Background: an optimization exercise with open tools, aiming at small area. Do not read the settings as production practice.
Only simulation tests tie the RTL to the original design; equivalence was not proved.
The clock cells of runs 2, 4 and 5 come from the design's own scripts or RTL, not from TritonCTS.
The flow treats the clock pin as an ideal source. Dropping or thinning the clock tree relies on that and would not hold on a real chip.
Power is estimated from default activity; no workload was simulated.

<file path="design/flow/design.v">
module dbc_lfsr (
    input clk,
    input rst_n,
    input button,
    output event_o
);
    localparam [10:0] P = 11'b10000000110;
    localparam [10:0] POL = 11'b10101010111;
    localparam S1P = 1'b1, S2P = 1'b0;
    reg s1q, s2q;
    reg [10:0] q;
    wire s1 = s1q ^ S1P;
    wire s2 = s2q ^ S2P;
    wire [10:0] t = q ^ POL;
    wire z = ~|t[9:0];
    wire start = s1 & ~s2 & z;
    wire f = (t[10] ^ t[8]) & ~z;
    assign event_o = z & t[10];
    wire [10:0] tn = !rst_n ? 11'd0 : start ? P : {t[9:0], f};
    always @(posedge clk) begin
        s1q <= (rst_n & button) ^ S1P;
        s2q <= (rst_n & s1) ^ S2P;
        q <= tn ^ POL;
    end
endmodule
module slot_fsm (
    input clk,
    input rst_n,
    input ent,
    input ext,
    input [1:0] switch,
    output reg [3:0] st,
    output reg [2:0] cr,
    output reg [1:0] Lr,
    output nf
);
    assign nf = &st;
    wire [3:0] nst;
    assign nst[0] = (ent & ~st[0]) | (st[0] & ~(ext & (switch == 2'd0)));
    assign nst[1] = (ent & st[0] & ~st[1]) | (st[1] & ~(ext & (switch == 2'd1)));
    assign nst[2] = (ent & st[0] & st[1] & ~st[2]) | (st[2] & ~(ext & (switch == 2'd2)));
    assign nst[3] = (ent & st[0] & st[1] & st[2] & ~st[3]) | (st[3] & ~(ext & (switch == 2'd3)));
    wire [1:0] nL = ~st[0] ? 2'd0 : ~st[1] ? 2'd1 : ~st[2] ? 2'd2 : ~st[3] ? 2'd3 : 2'd0;
    always @(posedge clk) begin
        if (!rst_n) begin
            st <= 4'd0;
            cr <= 3'd4;
            Lr <= 2'd0;
        end else begin
            st <= nst;
            cr <= (ent & ~nf) ? cr - 3'd1 : ext ? cr + 3'd1 : cr;
            Lr <= nL;
        end
    end
endmodule
module door_blink (
    input clk,
    input rst_n,
    input dev,
    output door_open
);
    localparam [9:0] DW = 10'b1010110010;
    localparam [4:0] M19 = 5'b00101;
    reg d;
    localparam [9:0] DTP = 10'b1000000000;
    localparam [4:0] MP = 5'b00000;
    reg [4:0] mq;
    reg [9:0] dtq;
    wire [4:0] m = mq ^ MP;
    wire [9:0] dt = dtq ^ DTP;
    wire drun = d | (|m);
    wire dwrap = (dt == DW);
    wire hold = rst_n & dev;
    wire step = rst_n & ~dev & drun & ~dwrap;
    wire adv = ~dev & drun & dwrap;
    wire mstep = rst_n & adv & ~d;
    wire mhold = rst_n & ~dev & ~(adv & ~d);
    assign door_open = d;
    wire [9:0] sh = {dt[8:0], ~(dt[9] ^ dt[6])};
    wire [4:0] shm = {m[3:0], ~(m[4] ^ m[2])};
    always @(posedge clk) begin
        dtq <= (({10{hold}} & dt) | ({10{step}} & sh)) ^ DTP;
        d <= rst_n & (dev | (d ^ adv));
        mq <= (({5{mhold}} & m) | ({5{mstep}} & shm) | ({5{hold}} & M19)) ^ MP;
    end
endmodule
module full_blink (
    input clk,
    input rst_n,
    input ftrig,
    input nf,
    output full
);
    localparam [10:0] FW = 11'b00000010111;
    localparam [2:0] KP = 3'b000;
    localparam [10:0] FP = 11'b00000000000;
    reg [2:0] kq;
    reg [10:0] ftq;
    wire [2:0] k = kq ^ KP;
    wire [10:0] ft = ftq ^ FP;
    reg [2:0] kn;
    wire run = |k;
    wire fwrap = (ft == FW);
    assign full = run ? k[0] : ft[0];
    wire hold = rst_n & ftrig & run;
    wire step = rst_n & ~ftrig & run & ~fwrap;
    wire idle = rst_n & ~ftrig & ~run;
    wire [10:0] sh = {ft[9:0], ~(ft[10] ^ ft[8])};
    always @(posedge clk) begin
        ftq <= (({11{hold}} & ft) | ({11{step}} & sh) | {10'd0, idle & nf}) ^ FP;
        kq <= kn ^ KP;
    end
    always @* begin
        if (!rst_n) kn = 3'd0;
        else if (ftrig) kn = 3'd7;
        else if (run & fwrap) kn = k - 3'd1;
        else kn = k;
    end
endmodule
module scanner (
    input clk,
    input rst_n,
    input [2:0] cr,
    input [1:0] Lr,
    input fr,
    output [4:0] seg_sel,
    output [7:0] seg_data
);
    localparam [4:0] QP = 5'b00000;
    localparam [2:0] AP = 3'b000, BP = 3'b010;
    reg [4:0] qq;
    reg [2:0] Aq, Bq;
    wire [4:0] q = qq ^ QP;
    wire [2:0] A = Aq ^ AP;
    wire [2:0] B = Bq ^ BP;
    reg [4:0] qn;
    reg [2:0] An, Bn;
    wire tick = &q[2:0];
    wire [1:0] ds = q[4:3];
    reg [2:0] nA;
    always @* begin
        case (ds)
            2'd0: nA = cr;
            2'd1: nA = fr ? 3'd7 : {1'b0, Lr};
            2'd2: nA = fr ? 3'd6 : 3'd7;
            default: nA = 3'd7;
        endcase
    end
    always @* begin
        if (!rst_n) begin
            qn = 5'b00100;
            An = 3'd0;
            Bn = 3'd0;
        end else begin
            qn = q + 5'd1;
            An = tick ? nA : A;
            Bn = tick ? A : B;
        end
    end
    always @(posedge clk) begin
        qq <= qn ^ QP;
        Aq <= An ^ AP;
        Bq <= Bn ^ BP;
    end
    wire blank = (ds == 2'd0) & ~B[2];
    reg [7:0] seg;
    always @* begin
        case (B)
            3'd0: seg = 8'b00111111;
            3'd1: seg = 8'b00000110;
            3'd2: seg = 8'b01011011;
            3'd3: seg = 8'b01001111;
            3'd4: seg = 8'b01100110;
            3'd5: seg = 8'b01101101;
            3'd6: seg = 8'b01110001;
            default: seg = 8'b01000000;
        endcase
    end
    assign seg_data = blank ? 8'd0 : seg;
    assign seg_sel = {1'b0, ds == 2'd1, (ds == 2'd0) & B[2], ds == 2'd2, ds == 2'd3};
endmodule
module main(
    input clk,
    input reset,
    input entry_sensor,
    input exit_sensor,
    input [1:0] switch,
    input beep_in,
    output beep,
    output door_open,
    output full,
    output [2:0] c,
    output [1:0] L,
    output [3:0] state,
    output [4:0] seg_sel,
    output [7:0] seg_data
);
    assign beep = beep_in;
    wire ent, ext, nf;
    dbc_lfsr dbc1 (.clk(clk), .rst_n(reset), .button(~entry_sensor), .event_o(ent));
    dbc_lfsr dbc2 (.clk(clk), .rst_n(reset), .button(~exit_sensor), .event_o(ext));
    slot_fsm fsm (.clk(clk), .rst_n(reset), .ent(ent), .ext(ext), .switch(switch),
                  .st(state), .cr(c), .Lr(L), .nf(nf));
    door_blink door (.clk(clk), .rst_n(reset), .dev((ent & ~full) | ext), .door_open(door_open));
    full_blink fb (.clk(clk), .rst_n(reset), .ftrig(nf & ent), .nf(nf), .full(full));
    scanner scan (.clk(clk), .rst_n(reset), .cr(c), .Lr(L), .fr(full), .seg_sel(seg_sel), .seg_data(seg_data));
endmodule
</file>
<file path="design/flow/flow/run.sh">
#!/bin/bash
# Own layout flow: the standard ORFS flow (standard.sh) with these changes:
#  - synthesis is synth_recipe.tcl unchanged except that its abc call uses an
#    area-oriented ABC script (flow/area.abc) instead of ORFS's speed script,
#    and adders are left to ABC instead of ORFS's half/full adder cells;
#    registers, their names and cell types are untouched;
#  - every input and output port still gets a buffer, but a buf_1;
#  - clock tree: one clock buffer (flow/clkbuf) drives all register clock
#    pins, see flow/pre_cts.tcl.
# The make output goes to own_flow.log; ORFS's per-step logs are under orfs/logs.
set -euo pipefail
W=$(pwd)
F=$W/flow
cat > "$W/own_synth.tcl" <<TCL
proc abc {args} {
  set i [lsearch -exact \$args -script]
  if {\$i >= 0} { lset args [expr {\$i + 1}] {$F/area.abc} }
  yosys abc {*}\$args
}
source {$W/synth_recipe.tcl}
TCL
export OWN_FLOW_DIR=$F
bash "$W/standard.sh" \
  "SYNTH_SCRIPT=$W/own_synth.tcl" "ADDER_MAP_FILE=" \
  "BUFFER_PORTS_ARGS=-buffer_cell sky130_fd_sc_hd__buf_1" \
  "PRE_CTS_TCL=$F/pre_cts.tcl" \
  finish > "$W/own_flow.log" 2>&1
</file>
<file path="design/flow/flow/area.abc">
strash
&get -n
&st
&dc2
&dc2
&dch -f
&nf -a -R 1000
&put
topo
</file>
<file path="design/flow/flow/clkbuf">
sky130_fd_sc_hd__clkbuf_2 sky130_fd_sc_hd__clkbuf_4 8
</file>
<file path="design/flow/flow/pre_cts.tcl">
# Sourced by ORFS's cts.tcl before CTS (PRE_CTS_TCL). The design has few
# registers, so instead of TritonCTS's H-tree the clock tree is built here:
# the register clock pins are split into NGROUPS groups of near-equal size by
# recursive median bisection of their positions; each group is driven by one
# LEAF buffer at its centre, and one ROOT buffer at the centre of all
# registers, driven by the clock port, drives the leaf buffers. Every
# register sees the same two buffer levels. flow/clkbuf holds "ROOT LEAF
# NGROUPS".
proc own_split {pts n} {
  if {$n <= 1 || [llength $pts] < 2} { return [list $pts] }
  set xs [lmap p $pts {lindex $p 1}]
  set ys [lmap p $pts {lindex $p 2}]
  set dx [expr {[tcl::mathfunc::max {*}$xs] - [tcl::mathfunc::min {*}$xs]}]
  set dy [expr {[tcl::mathfunc::max {*}$ys] - [tcl::mathfunc::min {*}$ys]}]
  set idx [expr {$dx >= $dy ? 1 : 2}]
  set s [lsort -integer -index $idx $pts]
  set h [expr {[llength $s] / 2}]
  set half [expr {$n / 2}]
  return [concat [own_split [lrange $s 0 [expr {$h - 1}]] $half] \
                 [own_split [lrange $s $h end] [expr {$n - $half}]]]
}
proc own_place {block master name net_in net_out x y} {
  set buf [odb::dbInst_create $block $master $name]
  [$buf findITerm A] connect $net_in
  [$buf findITerm X] connect $net_out
  $buf setLocation $x $y
  $buf setPlacementStatus PLACED
  return $buf
}
proc clock_tree_synthesis {args} {
  set db [ord::get_db]
  set block [ord::get_db_block]
  set f [open $::env(OWN_FLOW_DIR)/clkbuf]
  lassign [string trim [read $f]] rootname leafname ngroups
  close $f
  set clk [[$block findBTerm clk] getNet]
  set pts {}
  foreach it [$clk getITerms] {
    set bb [[$it getInst] getBBox]
    lappend pts [list $it [expr {([$bb xMin] + [$bb xMax]) / 2}] [expr {([$bb yMin] + [$bb yMax]) / 2}]]
  }
  foreach it [$clk getITerms] { $it disconnect }
  set trunk [odb::dbNet_create $block clknet_trunk]
  $trunk setSigType CLOCK
  set g 0
  set ax 0
  set ay 0
  set total 0
  foreach grp [own_split $pts $ngroups] {
    set net [odb::dbNet_create $block clknet_leaf_$g]
    $net setSigType CLOCK
    set sx 0
    set sy 0
    foreach p $grp {
      [lindex $p 0] connect $net
      incr sx [lindex $p 1]
      incr sy [lindex $p 2]
    }
    set n [llength $grp]
    incr ax $sx
    incr ay $sy
    incr total $n
    own_place $block [$db findMaster $leafname] clkbuf_leaf_$g $trunk $net [expr {$sx / $n}] [expr {$sy / $n}]
    puts "own CTS: clkbuf_leaf_$g ($leafname) drives $n clock pins"
    incr g
  }
  own_place $block [$db findMaster $rootname] clkbuf_root $clk $trunk [expr {$ax / $total}] [expr {$ay / $total}]
  global_connect
  set_propagated_clock [all_clocks]
}
</file>
<file path="design/flow/standard.sh">
#!/bin/bash
# synth_recipe.tcl (not shown) runs the flow's synth.tcl, then flattens the netlist and writes it again
# the make line also repeats each setting of config.mk as NAME=value (left out here)
make -C /OpenROAD-flow-scripts/flow DESIGN_CONFIG=/design/flow/config.mk WORK_HOME=/design/flow/orfs CLKGATE_MAP_FILE= SYNTH_SCRIPT=/design/flow/synth_recipe.tcl "${@:-finish}"
</file>
<file path="design/flow/config.mk">
export PLATFORM = sky130hd
export DESIGN_NAME = main
export DESIGN_NICKNAME = main
export VERILOG_FILES = /design/flow/design.v
export SDC_FILE = /design/flow/constraint.sdc
export NUM_CORES = 4
export LEC_CHECK = 0
export CAP_MARGIN = 0
export CORE_MARGIN = 2
export CORE_UTILIZATION = 90
export GPL_ROUTABILITY_DRIVEN = 0
export GPL_TIMING_DRIVEN = 0
export PLACE_DENSITY = 0.95
export SLEW_MARGIN = 0
</file>
<file path="design/flow/constraint.sdc">
create_clock -name core_clock -period 10.0 [get_ports {clk}]
set_input_delay 2.0000 -clock core_clock [delete_from_list [all_inputs] [get_ports {clk}]]
set_output_delay 2.0000 -clock core_clock [all_outputs]
set_load 0.01 [all_outputs]
</file>
==> results of run 1 <==
[cell families after synthesis]
kind of cell | Yosys count
and+or+nand+nor | 108
AOI/OAI and AO/OA | 87
DFF | 76
buffers and inverters | 14
xor gates and xnor gates | 3
other | 1
[cell usage after synthesis (3+ instances only)]
cell type	number
dfxtp_1	76
nor2_1	29
a21oi_1	27
nand2_1	25
o21ai_0	24
a22o_1	22
nor3_1	16
clkinv_1	11
nand3_1	8
nand2b_1	6
nand4_1	4
and3_1	3
buf_4	3
or2_0	3
==> flow_summary.yaml, run 1 <==
run_status:
  outcome: "stopped before the end"
  lastStage: "global placement without I/O (3_1_place_gp_skip_io)"
  error: "[ERROR GPL-0301] Utilization 109.412 % exceeds 100%."
synth:
  synth_warnings: 5
  synth_top_family_by_area: "compound AO/OA/AOI/OAI gates"
  synth_compound_area_share_pct: 20.7
  synth_simple_gate_area_share_pct: 19.7
  synth_area_leaders: "dfxtp_1 56%, a22o_1 7.1%, a21oi_1 5.0%, o21ai_0 4.4%, nor2_1 4.0%"
  synth_top_area_cell: "dfxtp_1"
  synth_area_um2: 2710
  synth_top_area_share_pct: 56.1
  ys_seq_area_share_pct: 56.1
  synth-xor-area-share_pct: 0.970
  synth_cell_types: 39
  synth_ff_type: "dfxtp_1"
  syn_avg_cell_area_um2: 9.38
  synthCells: 289
  synthAdderAreaFrac_pct: 0
  async_reset_ff_share_pct: 0
  synthMuxAreaShare_pct: 0
  synth_edf_count: 0
  synth-seq-cells: 76
die:
  die-width_um: 58.9
  fp.dieH_um: 58.9
  rows: 19
  start_util_pct: 96.6
==> inputs of run 2 (changes only) <==
--- a/design/flow/config.mk
+++ b/design/flow/config.mk
@@ -9,6 +9,6 @@
 export CORE_MARGIN = 2
-export CORE_UTILIZATION = 90
+export CORE_UTILIZATION = 80
 export GPL_ROUTABILITY_DRIVEN = 0
 export GPL_TIMING_DRIVEN = 0
-export PLACE_DENSITY = 0.95
+export PLACE_DENSITY = 0.9
 export SLEW_MARGIN = 0
==> flow_summary.yaml, run 2 <==
cts:
  cts_resized: 0
  path_clk_slew_ps: 100
  post_cts_buffers: 0
  ctsHoldBuffers: 0
  clk_latency_ps: 470
drt:
  antenna_left: 0
  remaining_drc_errors: 0
  via_per_inst: 6.30
  drtIter0Drc: 272
  drt_wl_total_um: 5690
  dr_total_vias: 2351
  wire_per_inst_um: 15.2
  drtPass1Iterations: 5
setup_path:
  regToRegStartpoint: "dbc1.q[8]"
  crit_slowest_cell: "nor3_1"
  rr_worst_depth: 9
  reg2reg_slack_ps: 7020
  cp-start-kind: "input pin"
  crit_arrival_ps: 5340
  crit_type: "in -> reg"
  worstPathMaxFanout: 32
  crit_path_end_kind: "flip-flop"
  r2r_end: "fb.ftq[0]"
  cp_slowest_stage_delay_ps: 1070
  cp_num_buf_inv: 2
  cp_top_family: "buffers and inverters"
  required_ps: 10420
  crit_chain: "buf_1 -> clkinv_1 -> nor3_1 -> a22oi_1 -> nand2_1"
die:
  placeableCoreArea_um2: 3280
  start_util_pct: 82.5
  die_area_um2: 3870
  ios: 32
  die-width_um: 62.2
  fp.dieH_um: 62.2
  rows: 21
synth:
  synth_top_area_cell: "dfxtp_1"
  synth_most_common_cell: "dfxtp_1"
  ys_seq_area_share_pct: 56.1
  async_reset_ff_share_pct: 0
  synth_cell_types: 39
  synth_top_area_share_pct: 56.1
  synthCells: 289
  synth_ff_type: "dfxtp_1"
  synth_area_um2: 2710
  synth_warnings: 5
  synth-seq-cells: 76
  synth_area_leaders: "dfxtp_1 56%, a22o_1 7.1%, a21oi_1 5.0%, o21ai_0 4.4%, nor2_1 4.0%"
  ys_top_cells_by_count: "76 x dfxtp_1, 29 x nor2_1, 27 x a21oi_1"
  synth_edf_count: 0
  syn_avg_cell_area_um2: 9.38
finish:
  areaGrowthSynthToFinish_pct: 8.54
  diodes: 0
  final_cells: 373
  layout-drive-gt1-share_pct: 3.67
  multi_input_area_um2: 1130
  reg.largest.list: "dbc1.q: 11 flops, dbc2.q: 11 flops, fb.ftq: 11 flops"
  final_common_cell: "dfxtp_1"
  fillers: 160
  layout.nets: 336
  final-seq-area_um2: 1520
  layout_common_cells: "76 x dfxtp_1, 29 x nor2_1, 28 x buf_1, 27 x a21oi_1, 25 x nand2_1"
pwr:
  leakage_uw: 0.00110
  worst_ir_drop_vdd_mv: 0.113
  powerDensity_nw_per_um2: 164
global_routing:
  grt_pass1_wl_um: 9480
  grt_pass1_vias: 2109
  grt_max_degree: 33
  grt-ovfl-total: 0
  grt_usage_pct: 29.1
  antenna_found_initial: 0
run_status:
  outcome: "finished clean"
place:
  dp_hpwl_um: 3920
  dp_cells: 364
  numPortBuffers: 28
timing:
  fmaxAchievable_mhz: 203
  tightestPinTransition_ps: 1310
  setup_viol: 0
  final_max_slew_viol_count: 0
  fin_skew_ps: 11.4
  fin_tns_setup_ps: 0
  hold_viol_final: 0
  min_period_ps: 4920
  rsz0062_at_grt: "no"
  slew_headroom_pct: 13.0
  min_period_over_period_pct: 49.2
worst_hold_path:
  min-delay-start: "dbc1.q[5]"
  hold_depth: 1
  worstHoldEndpoint: "dbc1.q[6]"
  hp-class: "reg -> reg"
job:
  maxCapViolations: 0
run 2: cell counts after synthesis:
Identical to the previous run, type by type.
run 2: cells by family after synthesis:
kind of cell           synth area share [%]
other                                 0.138
AND/OR/NAND/NOR                        19.7
AO/OA/AOI/OAI                          20.7
buffers and inverters                  2.35
flip-flops                             56.1
XOR/XNOR                              0.970
run 2: worst max path at each step:
stage / depth (start not counted) / startpoint / endpoint / slack [ps]
floorplan: 1 / beep_in / beep / 5880
CTS: 5 / reset / fb.ftq[0] / 5190
detailed placement: 5 / reset / fb.ftq[0] / 4720
finish: 5 / reset / fb.ftq[0] / 5080
global route: 5 / reset / fb.ftq[0] / 4830
global placement: 5 / reset / fb.ftq[0] / 4710
run 2: worst register-to-register path, delay by kind of cell, from the launching register on:
kind               cells  cell delay [ps]
AOI/OAI and AO/OA      1              210
DFF                    1              390
and+or+nand+nor        8             2320
run 2: metal layers:
layer	vias to the layer above	global-route usage, %	part of all wire (%)
li1	1126	-	-
met2	99	54.1	51
met4	0	5.83	1.5
met1	1116	37.2	42
met3	10	2.72	5.5
met5	-	0	0
run 2: power by group:
group / total (uW) / internal (uW) / switching, uW
clock network: 124 / 39.2 / 84.6
logic: 39.8 / 14.4 / 25.4
registers: 320 / 311 / 8.65
run 2: area by class of cell:
cell class                 count  area share, %
buffer                        12           2.98
inverter                      11           1.40
multi-input combinational    200           38.4
sequential                    76           51.7
tap                           46           1.96
timing repair buffer          28           3.57
run 2: per-stage QoR:
stage	worst slack, ps	cell area [um^2]	util, %	hold slack, ps	power (uW)
floorplan	5880	2710	-	358	351
global placement	4710	2880	87.6	364	362
detailed placement	4720	2880	87.6	375	365
CTS	5190	2940	89.6	402	485
global route	4830	2940	89.6	409	503
finish	5080	2940	89.6	394	483
==> inputs of run 3 (changes only) <==
--- a/design/flow/design.v
+++ b/design/flow/design.v
@@ -7,3 +7,3 @@
     localparam [10:0] P = 11'b10000000110;
-    localparam [10:0] POL = 11'b10101010111;
+    localparam [10:0] POL = 11'b10101010101;
     localparam S1P = 1'b1, S2P = 1'b0;
@@ -14,3 +14,3 @@
     wire [10:0] t = q ^ POL;
-    wire z = ~|t[9:0];
+    wire z = ~|{t[9:8], t[6:0]};
     wire start = s1 & ~s2 & z;
@@ -18,3 +18,3 @@
     assign event_o = z & t[10];
-    wire [10:0] tn = !rst_n ? 11'd0 : start ? P : {t[9:0], f};
+    wire [10:0] tn = {11{rst_n}} & ({t[9:0], f} | ({11{start}} & P));
     always @(posedge clk) begin
@@ -93,3 +93,3 @@
 );
-    localparam [10:0] FW = 11'b00000010111;
+    localparam [10:0] FW = 11'b10101111111;
     localparam [2:0] KP = 3'b000;
@@ -102,3 +102,3 @@
     wire run = |k;
-    wire fwrap = (ft == FW);
+    wire fwrap = &{ft[10], ft[6:0]};
     assign full = run ? k[0] : ft[0];
@@ -107,3 +107,3 @@
     wire idle = rst_n & ~ftrig & ~run;
-    wire [10:0] sh = {ft[9:0], ~(ft[10] ^ ft[8])};
+    wire [10:0] sh = {ft[9:0], ~(ft[10] ^ ft[0])};
     always @(posedge clk) begin
--- a/design/flow/flow/run.sh
+++ b/design/flow/flow/run.sh
@@ -7,4 +7,5 @@
 #  - every input and output port still gets a buffer, but a buf_1;
-#  - clock tree: one clock buffer (flow/clkbuf) drives all register clock
-#    pins, see flow/pre_cts.tcl.
+#  - clock tree: built by flow/pre_cts.tcl instead of TritonCTS: a root
+#    buffer drives a few leaf buffers, each driving a group of nearby
+#    registers (cells and group count in flow/clkbuf).
 # The make output goes to own_flow.log; ORFS's per-step logs are under orfs/logs.
==> flow_summary.yaml, run 3 <==
place:
  numPortBuffers: 28
run_status:
  error: "[ERROR GPL-0301] Utilization 100.168 % exceeds 100%."
  outcome: "stopped before the end"
  lastStage: "global placement (3_3_place_gp)"
synth:
  ys_seq_area_share_pct: 57.4
  synthCells: 276
  synth_area_leaders: "dfxtp_1 57%, a22o_1 7.3%, a21oi_1 5.7%, o21ai_0 4.3%, nor2_1 3.5%"
  synth_ff_type: "dfxtp_1"
  synth_top_area_share_pct: 57.4
  synth-seq-cells: 76
  synth_warnings: 5
  synth_cell_types: 35
  ys_top_cells_by_count: "76 x dfxtp_1, 30 x a21oi_1, 25 x nor2_1"
  synth_top_area_cell: "dfxtp_1"
  synth_most_common_cell: "dfxtp_1"
  synth_edf_count: 0
  syn_avg_cell_area_um2: 9.61
  async_reset_ff_share_pct: 0
  synth_area_um2: 2650
die:
  ios: 32
  rows: 20
  fp.dieH_um: 61.6
  die-width_um: 61.6
  start_util_pct: 85.4
## run 3: changes by cell type after synthesis, moves of 2 or more
cell      delta
clkinv_1     -4
nor2_1       -4
a21oi_1      +3
nand2b_1     -3
nand2_1      -2
nand4_1      -2
## run 3: kinds of logic after synthesis
logic type / synth area share (%)
XOR/XNOR: 1.32
flip-flops: 57.4
AND/OR/NAND/NOR: 17.7
other: 0.141
buffers and inverters: 1.84
AO/OA/AOI/OAI: 21.6
==> inputs of run 4 (changes only) <==
--- a/design/flow/config.mk
+++ b/design/flow/config.mk
@@ -9,6 +9,6 @@
 export CORE_MARGIN = 2
-export CORE_UTILIZATION = 80
+export CORE_UTILIZATION = 70
 export GPL_ROUTABILITY_DRIVEN = 0
 export GPL_TIMING_DRIVEN = 0
-export PLACE_DENSITY = 0.9
+export PLACE_DENSITY = 0.8
 export SLEW_MARGIN = 0
==> flow_summary.yaml, run 4 <==
synth:
  synth_edf_count: 0
  synth_cell_types: 35
  syn_avg_cell_area_um2: 9.61
  synth_warnings: 5
  ys_seq_area_share_pct: 57.4
  async_reset_ff_share_pct: 0
  ys_top_cells_by_count: "76 x dfxtp_1, 30 x a21oi_1, 25 x nor2_1"
  synthCells: 276
  synth-seq-cells: 76
  synth_top_area_share_pct: 57.4
  synth_most_common_cell: "dfxtp_1"
  synth_ff_type: "dfxtp_1"
  synth_area_leaders: "dfxtp_1 57%, a22o_1 7.3%, a21oi_1 5.7%, o21ai_0 4.3%, nor2_1 3.5%"
  synth_area_um2: 2650
  synth_top_area_cell: "dfxtp_1"
cts:
  cts_resized: 0
  path_clk_slew_ps: 100
  post_cts_buffers: 0
  clk_latency_ps: 480
  ctsHoldBuffers: 0
run_status:
  outcome: "finished clean"
die:
  rows: 22
  start_util_pct: 72.4
  die_area_um2: 4300
  ios: 32
  fp.dieH_um: 65.5
  die-width_um: 65.5
  placeableCoreArea_um2: 3660
drt:
  drtPass1Iterations: 4
  wire_per_inst_um: 13.8
  remaining_drc_errors: 0
  drtIter0Drc: 155
  drt_wl_total_um: 4990
  dr_total_vias: 2157
  antenna_left: 0
  via_per_inst: 5.96
job:
  maxCapViolations: 0
timing:
  fin_skew_ps: 12.1
  fmaxAchievable_mhz: 202
  hold_slack_ps: 381
  final_max_slew_viol_count: 0
  hold_viol_final: 0
  slew_headroom_pct: 15.9
  min_period_over_period_pct: 49.5
  setup_viol: 0
  fin_tns_setup_ps: 0
  rsz0062_at_grt: "no"
  tightestPinTransition_ps: 1260
  min_period_ps: 4950
finish:
  layout_common_cells: "76 x dfxtp_1, 30 x a21oi_1, 28 x buf_1, 25 x nor2_1"
  layout.nets: 323
  fillers: 271
  final_common_cell: "dfxtp_1"
  layout-drive-gt1-share_pct: 3.82
  reg.largest.list: "dbc1.q: 11 flops, dbc2.q: 11 flops, fb.ftq: 11 flops"
  areaGrowthSynthToFinish_pct: 8.83
  diodes: 0
global_routing:
  antenna_found_initial: 0
  grt_usage_pct: 23.9
  grt_pass1_vias: 1930
  grt_pass1_wl_um: 8490
  grt_max_degree: 32
  grt-ovfl-total: 0
pwr:
  leakage_uw: 0.00107
  powerDensity_nw_per_um2: 166
  worst_ir_drop_vdd_mv: 0.124
setup_path:
  crit_type: "in -> reg"
  required_ps: 10430
  crit_arrival_ps: 5390
  crit_path_end_kind: "flip-flop"
  cp-start-kind: "input pin"
  worstPathMaxFanout: 31
worst_hold_path:
  hp-class: "reg -> reg"
place:
  numPortBuffers: 28
  dp_hpwl_um: 3450
==> run 4: power by group <==
group          switching, uW  internal (uW)
logic                   22.4           13.1
clock network           84.7           39.2
registers               8.03            311
total                    115            363
==> run 4: layer usage <==
metal / GRT usage [%] / wire (um) / vias to the layer above
li1: - / - / 1098
met1: 32.7 / 2350 / 1002
met2: 41.8 / 2350 / 44
met3: 1.88 / 208 / 13
met4: 4.69 / 79 / 0
met5: 0 / 0 / -
==> run 4: path summary, 6_finish.rpt <==
kind | startpoint | to | slack, ps | cells after the start
max | reset | fb.ftq[0] | 5050 | 4
min | dbc1.q[7] | dbc1.q[8] | 380 | 1
max reg2reg | dbc1.q[1] | fb.ftq[0] | 7430 | 7
min reg2reg | dbc1.q[7] | dbc1.q[8] | 380 | 1
==> run 4: through the flow <==
stage               instance area (um^2)  total power, uW  setup WS (ps)  utilization [%]  instances
finish                              2890              478           5050             78.8        362
global route                        2890              497           4600             78.8        362
CTS                                 2890              480           5110             78.8        362
detailed placement                  2820              361           4630             77.0        353
global placement                    2820              360           4650             77.0        353
floorplan                           2660              349           5880                -        277
==> run 4: final cells by class <==
type	count	area (um^2)	area share, %
flip-flops and latches	76	1520	52.7
multi-input cells	191	1080	37.6
repair buffers	28	105	3.64
plain buffers	12	87.6	3.04
well taps	48	60.1	2.08
inverters	7	26.3	0.911
==> run 4: cells by family after synthesis <==
group	count (synthesis)	synth area share (%)
buffers and inverters	10	1.84
and+or+nand+nor	96	17.7
DFF	76	57.4
other	1	0.141
AOI/OAI and AO/OA	89	21.6
xor gates and xnor gates	4	1.32
==> run 4: critical path: stages <==
cell	delay, ps
buf_1	900
clkinv_1	1060
nor3_1	1130
a221o_1	280
==> inputs of run 5 (changes only) <==
--- a/design/flow/design.v
+++ b/design/flow/design.v
@@ -100,3 +100,2 @@
     wire [10:0] ft = ftq ^ FP;
-    reg [2:0] kn;
     wire run = |k;
@@ -112,8 +111,3 @@
     end
-    always @* begin
-        if (!rst_n) kn = 3'd0;
-        else if (ftrig) kn = 3'd7;
-        else if (run & fwrap) kn = k - 3'd1;
-        else kn = k;
-    end
+    wire [2:0] kn = !rst_n ? 3'd0 : ftrig ? 3'd7 : (run & fwrap) ? k - 3'd1 : k;
 endmodule
@@ -135,26 +129,10 @@
     wire [2:0] B = Bq ^ BP;
-    reg [4:0] qn;
-    reg [2:0] An, Bn;
     wire tick = &q[2:0];
     wire [1:0] ds = q[4:3];
-    reg [2:0] nA;
-    always @* begin
-        case (ds)
-            2'd0: nA = cr;
-            2'd1: nA = fr ? 3'd7 : {1'b0, Lr};
-            2'd2: nA = fr ? 3'd6 : 3'd7;
-            default: nA = 3'd7;
-        endcase
-    end
-    always @* begin
-        if (!rst_n) begin
-            qn = 5'b00100;
-            An = 3'd0;
-            Bn = 3'd0;
-        end else begin
-            qn = q + 5'd1;
-            An = tick ? nA : A;
-            Bn = tick ? A : B;
-        end
-    end
+    wire [2:0] nA = (ds == 2'd0) ? cr :
+                    (ds == 2'd1) ? (fr ? 3'd7 : {1'b0, Lr}) :
+                    (ds == 2'd2) ? (fr ? 3'd6 : 3'd7) : 3'd7;
+    wire [4:0] qn = !rst_n ? 5'b00100 : q + 5'd1;
+    wire [2:0] An = !rst_n ? 3'd0 : tick ? nA : A;
+    wire [2:0] Bn = !rst_n ? 3'd0 : tick ? A : B;
     always @(posedge clk) begin
@@ -165,15 +143,9 @@
     wire blank = (ds == 2'd0) & ~B[2];
-    reg [7:0] seg;
-    always @* begin
-        case (B)
-            3'd0: seg = 8'b00111111;
-            3'd1: seg = 8'b00000110;
-            3'd2: seg = 8'b01011011;
-            3'd3: seg = 8'b01001111;
-            3'd4: seg = 8'b01100110;
-            3'd5: seg = 8'b01101101;
-            3'd6: seg = 8'b01110001;
-            default: seg = 8'b01000000;
-        endcase
-    end
+    wire [7:0] seg = (B == 3'd0) ? 8'b00111111 :
+                     (B == 3'd1) ? 8'b00000110 :
+                     (B == 3'd2) ? 8'b01011011 :
+                     (B == 3'd3) ? 8'b01001111 :
+                     (B == 3'd4) ? 8'b01100110 :
+                     (B == 3'd5) ? 8'b01101101 :
+                     (B == 3'd6) ? 8'b01110001 : 8'b01000000;
     assign seg_data = blank ? 8'd0 : seg;
==> flow_summary.yaml, run 5 <==
finish:
  layout_common_cells: "76 x dfxtp_1, 28 x o21ai_0, 28 x buf_1, 27 x nand2_1, 26 x nor2_1"
  diodes: 0
  layout.nets: 323
  areaGrowthSynthToFinish_pct: 8.83
  design_area_um2: 2880
  layout-drive-gt1-share_pct: 3.82
  reg.largest.list: "dbc1.q: 11 flops, dbc2.q: 11 flops, fb.ftq: 11 flops"
  utilization_pct: 78.8
  final_common_cell: "dfxtp_1"
setup_path:
  crit_path_end_kind: "flip-flop"
  crit_arrival_ps: 4810
  cp-start-kind: "input pin"
  r2r_end: "door.dtq[2]"
  required_ps: 10420
  regToRegStartpoint: "dbc2.q[1]"
  reg2reg_slack_ps: 7220
  worstPathMaxFanout: 31
  crit_type: "in -> reg"
  rr_worst_depth: 8
timing:
  min_period_ps: 4390
  rsz0062_at_grt: "no"
  min_period_over_period_pct: 43.9
  fin_tns_setup_ps: 0
  final_max_slew_viol_count: 0
  hold_viol_final: 0
  tightestPinTransition_ps: 1180
  setup_viol: 0
  fmaxAchievable_mhz: 228
  hold_slack_ps: 385
  slew_headroom_pct: 21.5
  fin_skew_ps: 10.3
cts:
  clk_latency_ps: 480
  cts_resized: 0
  path_clk_slew_ps: 90
  post_cts_buffers: 0
  ctsHoldBuffers: 0
drt:
  wire_per_inst_um: 13.0
  drt_wl_total_um: 4690
  antenna_left: 0
  drtPass1Iterations: 5
  drtIter0Drc: 153
  dr_total_vias: 2079
  via_per_inst: 5.74
  remaining_drc_errors: 0
synth:
  ys_seq_area_share_pct: 57.4
  synth_top_area_cell: "dfxtp_1"
  synthCells: 276
  synthAdderAreaFrac_pct: 0
  synth_top_area_share_pct: 57.4
  synth_edf_count: 0
  synth_top_family_by_area: "compound AO/OA/AOI/OAI gates"
  ys_top_cells_by_count: "76 x dfxtp_1, 28 x o21ai_0, 27 x nand2_1"
  async_reset_ff_share_pct: 0
  synth-seq-cells: 76
  synth_compound_area_share_pct: 21.7
  syn_avg_cell_area_um2: 9.60
  synthMuxAreaShare_pct: 0
  synth_area_leaders: "dfxtp_1 57%, a22o_1 7.3%, o21ai_0 5.3%, a21oi_1 4.5%, nand2_1 3.8%"
  synth_area_um2: 2650
  synth_warnings: 5
  synth_simple_gate_area_share_pct: 17.7
  synth_ff_type: "dfxtp_1"
  synth_most_common_cell: "dfxtp_1"
  synth-xor-area-share_pct: 1.32
  synth_cell_types: 35
pwr:
  leakage_uw: 0.00106
  powerDensity_nw_per_um2: 166
  finalPower_uw: 477
  worst_ir_drop_vdd_mv: 0.115
die:
  rows: 22
  die_area_um2: 4290
  die-width_um: 65.5
  start_util_pct: 72.4
  fp.dieH_um: 65.5
  ios: 32
  placeableCoreArea_um2: 3660
run_status:
  outcome: "finished clean"
global_routing:
  grt_pass1_wl_um: 7850
  grt_usage_pct: 21.9
  grt-ovfl-total: 0
  grt_max_degree: 32
  antenna_found_initial: 0
  grt_pass1_vias: 1889
worst_hold_path:
  worstHoldEndpoint: "dbc1.q[8]"
  min-delay-start: "dbc1.q[7]"
  hold_depth: 1
  hp-class: "reg -> reg"
place:
  numPortBuffers: 28
  post_dp_cell_area_um2: 2820
  dp_hpwl_um: 3300
job:
  maxCapViolations: 0
==> run 5: worst max-delay path by stage <==
stage | end | slack [ps] | from
after floorplan | beep | 5880 | beep_in
after global placement | door.dtq[0] | 5040 | reset
final | door.dtq[0] | 5610 | reset
after CTS | door.dtq[0] | 5590 | reset
after global routing | door.dtq[0] | 5260 | reset
after detailed placement | door.dtq[0] | 5070 | reset
==> run 5: cells by family (layout without fill, tap and decap cells) <==
group                  count (synthesis)  count (layout)
AO/OA/AOI/OAI                         90              90
XOR/XNOR                               4               4
buffers and inverters                  9              46
flip-flops                            76              76
other                                  1               2
AND/OR/NAND/NOR                       96              96
==> run 5: layout make-up <==
class	count	area [um^2]
flip-flops and latches	76	1520
multi-input cells	192	1090
fillers	268	777
repair buffers	28	105
plain buffers	12	87.6
well taps	48	60.1
inverters	6	22.5
==> run 5: critical path, cell delays in order <==
cell	delay (ps)
buf_1	810
clkinv_1	940
nor2_1	800
a22o_1	240
==> run 5: per-layer routing <==
| metal | global-route usage [%] | wire (um) | vias up | share of wire (%) |
|---|---|---|---|---|
| met5 | 0 | 0 | - | 0 |
| met1 | 29.8 | 2260 | 938 | 48 |
| met2 | 37.9 | 2150 | 47 | 46 |
| met4 | 5.47 | 103 | 0 | 2.2 |
| li1 | - | - | 1083 | - |
| met3 | 1.88 | 177 | 11 | 3.8 |
==> run 5: per-stage QoR <==
| step | instances | setup slack (ps) |
|---|---|---|
| after floorplan | 277 | 5880 |
| after global placement | 353 | 5040 |
| after detailed placement | 353 | 5070 |
| after CTS | 362 | 5590 |
| after global routing | 362 | 5260 |
| final | 362 | 5610 |
==> run 5: report_power, final <==
| group | leakage [uW] | switching (uW) | internal, uW |
|---|---|---|---|
| Combinational | 0.000399 | 22.5 | 13.5 |
| Sequential | 0.000617 | 7.45 | 311 |
| Clock | 0.0000410 | 83.9 | 39.2 |

static timing again, ports no longer ideal:
No port has a modelled driver above. Below, the same layouts with a new extraction and two added sets of constraints.
Step 1 sets driving cells, clkbuf_16 on the clock port and buf_2 on the other inputs (assumed; they add their load-dependent delay and slew).
Step 2, shift: input delay + t, output delay - t, t = (earliest + latest rising clock arrival at the registers) / 2. This alone moves slack from input paths to output paths.
Slacks: no drivers / after step 1 / after step 2; pairs: no drivers / after step 1.
run	shift t [ns]	setup slack, ns	worst setup path at the end	worst data-port slew with drivers (ns)
run 2	0.488	5.078 / 5.069 / 4.581	input to register	0.03
run 4	0.499	5.048 / 5.040 / 4.541	input to register	0.04
run 5	0.502	5.611 / 5.604 / 5.102	input to register	0.03
After both steps setup and hold are still met in every run listed. The setup slack of run 5, which loses most, moves by -0.007 ns with the drivers and by -0.509 ns with both steps.
